Context: an optimization exercise on an open-source flow, tuned for small area. The choices shown serve that exercise and are no tape-out recipe.
Where RTL was checked, it was by simulation tests only, not by an equivalence proof against the original.
Power figures rest on the tool's default switching activity, not on a simulated workload.

==> inputs of trial 30 <==
==> flow/design.v <==
`timescale 1ns/1ps
module apb_uart (
    input  wire        pclk,
    input  wire        presetn,
    input  wire [31:0] paddr,
    input  wire        psel,
    input  wire        penable,
    input  wire        pwrite,
    input  wire [31:0] pwdata,
    output reg  [31:0] prdata,
    output reg         pready,
    output reg  [31:0] baud_div,
    output reg         tx_start,
    output reg  [31:0] tx_data,
    output reg         rx_reset,
    input  wire [7:0]  rx_data,
    input  wire [4:0]  flags       
);
    reg [31:0] ctrl_reg;
    reg [4:0]  status_reg;
    wire acc    = psel & penable;
    wire a_hi   = ~|paddr[31:3];
    wire a_ctrl = a_hi & (paddr[2:0] == 3'd0);
    wire a_tx   = a_hi & (paddr[2:0] == 3'd2);
    wire a_baud = a_hi & (paddr[2:0] == 3'd4);
    wire wr = acc & pwrite;
    wire rd = acc & ~pwrite;
    reg [31:0] rmux;
    always @(*) begin
        rmux = 32'hDEAD_BEEF;
        if (a_hi) begin
            case (paddr[2:0])
                3'd0: rmux = ctrl_reg;
                3'd1: rmux = {27'd0, status_reg};
                3'd2: rmux = tx_data;
                3'd3: rmux = {24'd0, rx_data};
                3'd4: rmux = baud_div;
                default: rmux = 32'hDEAD_BEEF;
            endcase
        end
    end
    always @(posedge pclk) begin
        if (!presetn) begin
            pready     <= 1'b0;
            prdata     <= 32'd0;
            ctrl_reg   <= 32'd0;
            status_reg <= 5'd0;
            tx_data    <= 32'd0;
            baud_div   <= 32'd868;
            tx_start   <= 1'b0;
            rx_reset   <= 1'b0;
        end else begin
            pready     <= acc;
            status_reg <= flags;
            tx_start   <= wr & a_ctrl & pwdata[0];
            rx_reset   <= wr & a_ctrl & pwdata[3];
            if (wr & a_ctrl) ctrl_reg <= pwdata;
            if (wr & a_tx)   tx_data  <= pwdata;
            if (wr & a_baud) baud_div <= pwdata;
            if (rd)          prdata   <= rmux;
        end
    end
endmodule
`timescale 1ns/1ps
module uart_tx (
    input  wire        clk,
    input  wire        rst,
    input  wire [31:0] baud_div,
    input  wire        tx_start,
    input  wire [7:0]  tx_data,
    output reg         tx,
    output wire        tx_busy,
    output wire        tx_done
);
    reg [9:0]  sr;
    reg [31:0] cnt;
    reg        done, done_d;
    wire sending = |sr;
    wire last    = ~|sr[9:1];
    wire term    = (cnt == 32'd1);
    wire idle    = ~sending & ~done;
    wire [31:0] bit_len = {baud_div[31:2], baud_div[1] | ~|baud_div, baud_div[0]};
    always @(posedge clk) begin
        if (rst) begin
            sr     <= 10'd0;
            done   <= 1'b0;
            done_d <= 1'b0;
            tx     <= 1'b1;
        end else begin
            if (tx_start & idle)
                sr <= {1'b1, tx_data, 1'b0};
            else if (term)
                sr <= {1'b0, sr[9:1]};
            done   <= sending & last & term;
            done_d <= done;
            tx     <= sr[0] | last;
        end
    end
    always @(posedge clk)
        cnt <= (term | ~sending) ? bit_len : cnt - 32'd1;
    assign tx_busy = sending | done;
    assign tx_done = done_d;
endmodule
`timescale 1ns/1ps
module uart_rx (
    input  wire        clk,
    input  wire        rst,
    input  wire [31:0] baud_div,
    input  wire        rx_pin,
    output reg  [7:0]  rx_data,
    output wire        rx_done,
    output wire        rx_busy,
    output wire        rx_error
);
    localparam IDLE    = 3'd0;   
    localparam IDLE_FS = 3'd1;   
    localparam IDLE_AD = 3'd2;   
    localparam START   = 3'd5;
    localparam DATA    = 3'd7;   
    localparam DONE    = 3'd6;
    reg [2:0]  state;
    reg [31:0] cnt;
    reg [8:0]  sr;
    reg        bad;
    reg        rx_sync1, rx_sync2;
    wire term = (cnt == 32'd1);
    wire idle = ~state[2];
    always @(posedge clk) begin
        if (rst) begin
            rx_sync1 <= 1'b1;
            rx_sync2 <= 1'b1;
            state    <= IDLE;
            rx_data  <= 8'd0;
        end else begin
            rx_sync1 <= rx_pin;
            rx_sync2 <= rx_sync1;
            case (state)
                START:   if (term) state <= rx_sync2 ? IDLE_FS : DATA;
                DATA:    if (term & sr[0]) begin
                             state   <= DONE;
                             rx_data <= sr[8:1];
                         end
                DONE:    state <= IDLE_AD;
                default: state <= rx_sync2 ? IDLE : START;
            endcase
        end
    end
    always @(posedge clk) begin
        if (idle)
            cnt <= {1'b0, baud_div[31:1]};
        else if (term)
            cnt <= baud_div;
        else
            cnt <= cnt - 32'd1;
        if (state == START)
            sr <= 9'h100;
        else if (term)
            sr <= {rx_sync2, sr[8:1]};
        if ((state == DATA) & term & sr[0])
            bad <= ~rx_sync2;
    end
    assign rx_busy  = (state == START) | (state == DATA) | (state == DONE) | (state == IDLE_FS);
    assign rx_done  = (state == IDLE_AD);
    assign rx_error = bad & ((state == DONE) | (state == IDLE_AD));
endmodule
`timescale 1ns/1ps
module apb_uart_top (
    input  wire        pclk,
    input  wire        presetn,
    input  wire [31:0] paddr,
    input  wire        psel,
    input  wire        penable,
    input  wire        pwrite,
    input  wire [31:0] pwdata,
    output wire [31:0] prdata,
    output wire        pready,
    input  wire        uart_rx,
    output wire        uart_tx
);
    wire [31:0] baud_div;
    wire        tx_start;
    wire [31:0] tx_data;
    wire        tx_busy;
    wire        tx_done;
    wire        rx_reset;
    wire [7:0]  rx_data;
    wire        rx_done;
    wire        rx_busy;
    wire        rx_error;
    apb_uart u_apb (
        .pclk(pclk),
        .presetn(presetn),
        .paddr(paddr),
        .psel(psel),
        .penable(penable),
        .pwrite(pwrite),
        .pwdata(pwdata),
        .prdata(prdata),
        .pready(pready),
        .baud_div(baud_div),
        .tx_start(tx_start),
        .tx_data(tx_data),
        .rx_reset(rx_reset),
        .rx_data(rx_data),
        .flags({rx_error, tx_done, rx_done, tx_busy, rx_busy})
    );
    uart_tx u_tx (
        .clk(pclk),
        .rst(~presetn),
        .baud_div(baud_div),
        .tx_start(tx_start),
        .tx_data(tx_data[7:0]),
        .tx(uart_tx),
        .tx_busy(tx_busy),
        .tx_done(tx_done)
    );
    uart_rx u_rx (
        .clk(pclk),
        .rst(~presetn | rx_reset),
        .baud_div(baud_div),
        .rx_pin(uart_rx),
        .rx_data(rx_data),
        .rx_done(rx_done),
        .rx_busy(rx_busy),
        .rx_error(rx_error)
    );
endmodule
==> flow/run.sh <==
#!/bin/bash
# synth_recipe.tcl (not shown) runs the flow's synth.tcl, then flattens the netlist and writes it again
# the make line also repeats each setting of config.mk as NAME=value (left out here)
make -C /OpenROAD-flow-scripts/flow DESIGN_CONFIG=/design/flow/config.mk WORK_HOME=/design/flow/orfs CLKGATE_MAP_FILE= SYNTH_SCRIPT=/design/flow/synth_recipe.tcl finish
==> flow/config.mk <==
export PLATFORM = sky130hd
export DESIGN_NAME = apb_uart_top
export DESIGN_NICKNAME = apb_uart_top
export VERILOG_FILES = /design/flow/design.v
export SDC_FILE = /design/flow/constraint.sdc
export NUM_CORES = 4
export LEC_CHECK = 0
export CAP_MARGIN = 20
export CORE_MARGIN = 2
export CORE_UTILIZATION = 40
export SLEW_MARGIN = 20
==> flow/constraint.sdc <==
create_clock -name core_clock -period 5.0 [get_ports {pclk}]
set_input_delay 1.0000 -clock core_clock [delete_from_list [all_inputs] [get_ports {pclk}]]
set_output_delay 1.0000 -clock core_clock [all_outputs]
set_load 0.01 [all_outputs]
==> inputs of trial 11, as changes to trial 30 <==
==> flow/design.v, changed modules only <==
module apb_uart (
    input  wire        pclk,
    input  wire        presetn,
    input  wire [31:0] paddr,
    input  wire        psel,
    input  wire        penable,
    input  wire        pwrite,
    input  wire [31:0] pwdata,
    output reg  [31:0] prdata,
    output reg         pready,
    output reg  [31:0] baud_div,
    output reg         tx_start,
    output reg  [31:0] tx_data,
    output reg         rx_reset,
    input  wire [7:0]  rx_data,
    input  wire [4:0]  flags       
);
    reg [31:0] ctrl_reg;
    reg [4:0]  status_reg;
    wire acc    = psel & penable;
    wire a_hi   = ~|paddr[31:3];
    wire a_ctrl = a_hi & (paddr[2:0] == 3'd0);
    wire a_tx   = a_hi & (paddr[2:0] == 3'd2);
    wire a_baud = a_hi & (paddr[2:0] == 3'd4);
    wire wr = acc & pwrite;
    wire rd = acc & ~pwrite;
    wire lo_ok = a_hi & (paddr[2:0] <= 3'd4);
    wire s_c = presetn & a_hi & (paddr[2:0] == 3'd0);
    wire s_s = presetn & a_hi & (paddr[2:0] == 3'd1);
    wire s_t = presetn & a_hi & (paddr[2:0] == 3'd2);
    wire s_r = presetn & a_hi & (paddr[2:0] == 3'd3);
    wire s_b = presetn & a_hi & (paddr[2:0] == 3'd4);
    wire s_d = presetn & ~lo_ok;
    wire [31:0] rmux = ({32{s_c}} & ctrl_reg)
                     | ({32{s_t}} & tx_data)
                     | ({32{s_b}} & baud_div)
                     | ({32{s_d}} & 32'hDEAD_BEEF)
                     | {27'd0, {5{s_s}} & status_reg}
                     | {24'd0, {8{s_r}} & rx_data};
    wire        rst  = ~presetn;
    wire [31:0] wd   = pwdata & {32{presetn}};
    wire [31:0] wdb  = wd | ({32{rst}} & 32'd868);
    always @(posedge pclk) begin
        pready     <= presetn & acc;
        status_reg <= flags & {5{presetn}};
        tx_start   <= presetn & wr & a_ctrl & pwdata[0];
        rx_reset   <= presetn & wr & a_ctrl & pwdata[3];
        if (rst | (wr & a_ctrl)) ctrl_reg <= wd;
        if (rst | (wr & a_tx))   tx_data  <= wd;
        if (rst | (wr & a_baud)) baud_div <= wdb;
        if (rst | rd)            prdata   <= rmux;
    end
endmodule
==> flow/flow/run.sh (new file) <==
#!/bin/bash
# Standard ORFS flow (standard.sh, unchanged synthesis) with two layout knobs:
#  - port buffers are the smallest buffer (buf_1) instead of the default pick;
#  - clock tree built from clkbuf_8 leaves of up to 20 sinks, without dummy loads.
set -euo pipefail
bash standard.sh \
  BUFFER_PORTS_ARGS="-buffer_cell sky130_fd_sc_hd__buf_1" \
  CTS_ARGS="-sink_clustering_enable -repair_clock_nets -buf_list sky130_fd_sc_hd__clkbuf_8 -sink_clustering_size 20 -sink_clustering_max_diameter 60 -dont_use_dummy_load" \
  finish > flow.log 2>&1
==> flow/standard.sh (new file) <==
#!/bin/bash
# synth_recipe.tcl (not shown) runs the flow's synth.tcl, then flattens the netlist and writes it again
# the make line also repeats each setting of config.mk as NAME=value (left out here)
make -C /OpenROAD-flow-scripts/flow DESIGN_CONFIG=/design/flow/config.mk WORK_HOME=/design/flow/orfs CLKGATE_MAP_FILE= SYNTH_SCRIPT=/design/flow/synth_recipe.tcl "${@:-finish}"
removed: flow/run.sh
==> inputs of build 34, as changes to trial 30 <==
==> flow/design.v, changed modules only <==
module apb_uart (
    input  wire        pclk,
    input  wire        presetn,
    input  wire [31:0] paddr,
    input  wire        psel,
    input  wire        penable,
    input  wire        pwrite,
    input  wire [31:0] pwdata,
    output reg  [31:0] prdata,
    output reg         pready,
    output reg  [31:0] baud_div,
    output reg         tx_start,
    output reg  [31:0] tx_data,
    output reg         rx_reset,
    input  wire [7:0]  rx_data,
    input  wire [4:0]  flags       
);
    reg [31:0] ctrl_reg;
    reg [4:0]  status_reg;
    wire acc    = psel & penable;
    wire a_hi   = ~|paddr[31:3];
    wire a_ctrl = a_hi & (paddr[2:0] == 3'd0);
    wire a_tx   = a_hi & (paddr[2:0] == 3'd2);
    wire a_baud = a_hi & (paddr[2:0] == 3'd4);
    wire wr = acc & pwrite;
    wire rd = acc & ~pwrite;
    wire lo_ok = a_hi & (paddr[2:0] <= 3'd4);
    wire s_c = presetn & a_hi & (paddr[2:0] == 3'd0);
    wire s_s = presetn & a_hi & (paddr[2:0] == 3'd1);
    wire s_t = presetn & a_hi & (paddr[2:0] == 3'd2);
    wire s_r = presetn & a_hi & (paddr[2:0] == 3'd3);
    wire s_b = presetn & a_hi & (paddr[2:0] == 3'd4);
    wire s_d = presetn & ~lo_ok;
    wire [31:0] rmux = ({32{s_c}} & ctrl_reg)
                     | ({32{s_t}} & tx_data)
                     | ({32{s_b}} & baud_div)
                     | ({32{s_d}} & 32'hDEAD_BEEF)
                     | {27'd0, {5{s_s}} & status_reg}
                     | {24'd0, {8{s_r}} & rx_data};
    wire        rst  = ~presetn;
    wire [31:0] wd   = pwdata & {32{presetn}};
    wire [31:0] wdb  = wd | ({32{rst}} & 32'd868);
    always @(posedge pclk) begin
        pready     <= presetn & acc;
        status_reg <= flags & {5{presetn}};
        tx_start   <= presetn & wr & a_ctrl & pwdata[0];
        rx_reset   <= presetn & wr & a_ctrl & pwdata[3];
        if (rst | (wr & a_ctrl)) ctrl_reg <= wd;
        if (rst | (wr & a_tx))   tx_data  <= wd;
        if (rst | (wr & a_baud)) baud_div <= wdb;
        if (rst | rd)            prdata   <= rmux;
    end
endmodule
==> flow/flow/run.sh (new file) <==
#!/bin/bash
# Standard ORFS flow (standard.sh, unchanged synthesis) with two layout knobs:
#  - port buffers are the smallest buffer (buf_1) instead of the default pick;
#  - clock tree built from clkbuf_8 leaves of up to 16 sinks, without dummy loads.
set -euo pipefail
bash standard.sh \
  BUFFER_PORTS_ARGS="-buffer_cell sky130_fd_sc_hd__buf_1" \
  CTS_ARGS="-sink_clustering_enable -repair_clock_nets -buf_list sky130_fd_sc_hd__clkbuf_8 -sink_clustering_size 16 -sink_clustering_max_diameter 50 -dont_use_dummy_load" \
  finish > flow.log 2>&1
==> flow/standard.sh (new file) <==
#!/bin/bash
# synth_recipe.tcl (not shown) runs the flow's synth.tcl, then flattens the netlist and writes it again
# the make line also repeats each setting of config.mk as NAME=value (left out here)
make -C /OpenROAD-flow-scripts/flow DESIGN_CONFIG=/design/flow/config.mk WORK_HOME=/design/flow/orfs CLKGATE_MAP_FILE= SYNTH_SCRIPT=/design/flow/synth_recipe.tcl "${@:-finish}"
removed: flow/run.sh
==> summary of the runs <==
Count of clock-buffer cells in the layout: trial 11 < build 34 < trial 30. In build 34 the core utilization is lower than in trial 30, by 3.0 points. Between build 34 and trial 30, the lower combinational power is in trial 30 (gap about 50%, measured against trial 30). Of trial 30 and build 34, trial 30 has the higher first-iteration DRC count (gap about 10%, measured against build 34). Global-route usage: trial 30 > trial 11 > build 34.
The RTL of trial 30 was laid out without a check of its function.

[static timing again, ports no longer ideal]
How much do the figures lean on ideal ports? The routed layouts below were timed once more, with nothing changed but the port constraints.
Step 1: set_driving_cell puts a clkbuf_16 on pclk and a buf_2 on each other input, an assumption about the parent block.
Step 2 also shifts input and output timing later by t, the mid clock arrival at the registers, as if the neighbouring blocks saw the same clock.
a / b / c = ideal / step 1 / step 2; a / b = the first two.
| run | shift t [ns] | slack for setup (ns) | worst setup path at the end | slew at the worst register clock pin (ns) | worst data-port slew with drivers (ns) |
|---|---|---|---|---|---|
| trial 30 | 0.568 | 1.750 / 1.774 / 1.206 | input to register | 0.06 / 0.06 | 0.07 |
| trial 11 | 0.572 | 1.632 / 1.655 / 1.083 | input to register | 0.12 / 0.12 | 0.04 |
| build 34 | 0.576 | 1.626 / 1.648 / 1.072 | input to register | 0.10 / 0.10 | 0.05 |
After both steps setup and hold are still met in every run listed. For build 34, which loses most, drivers alone change the setup slack by +0.022 ns; drivers and shift together by -0.554 ns.
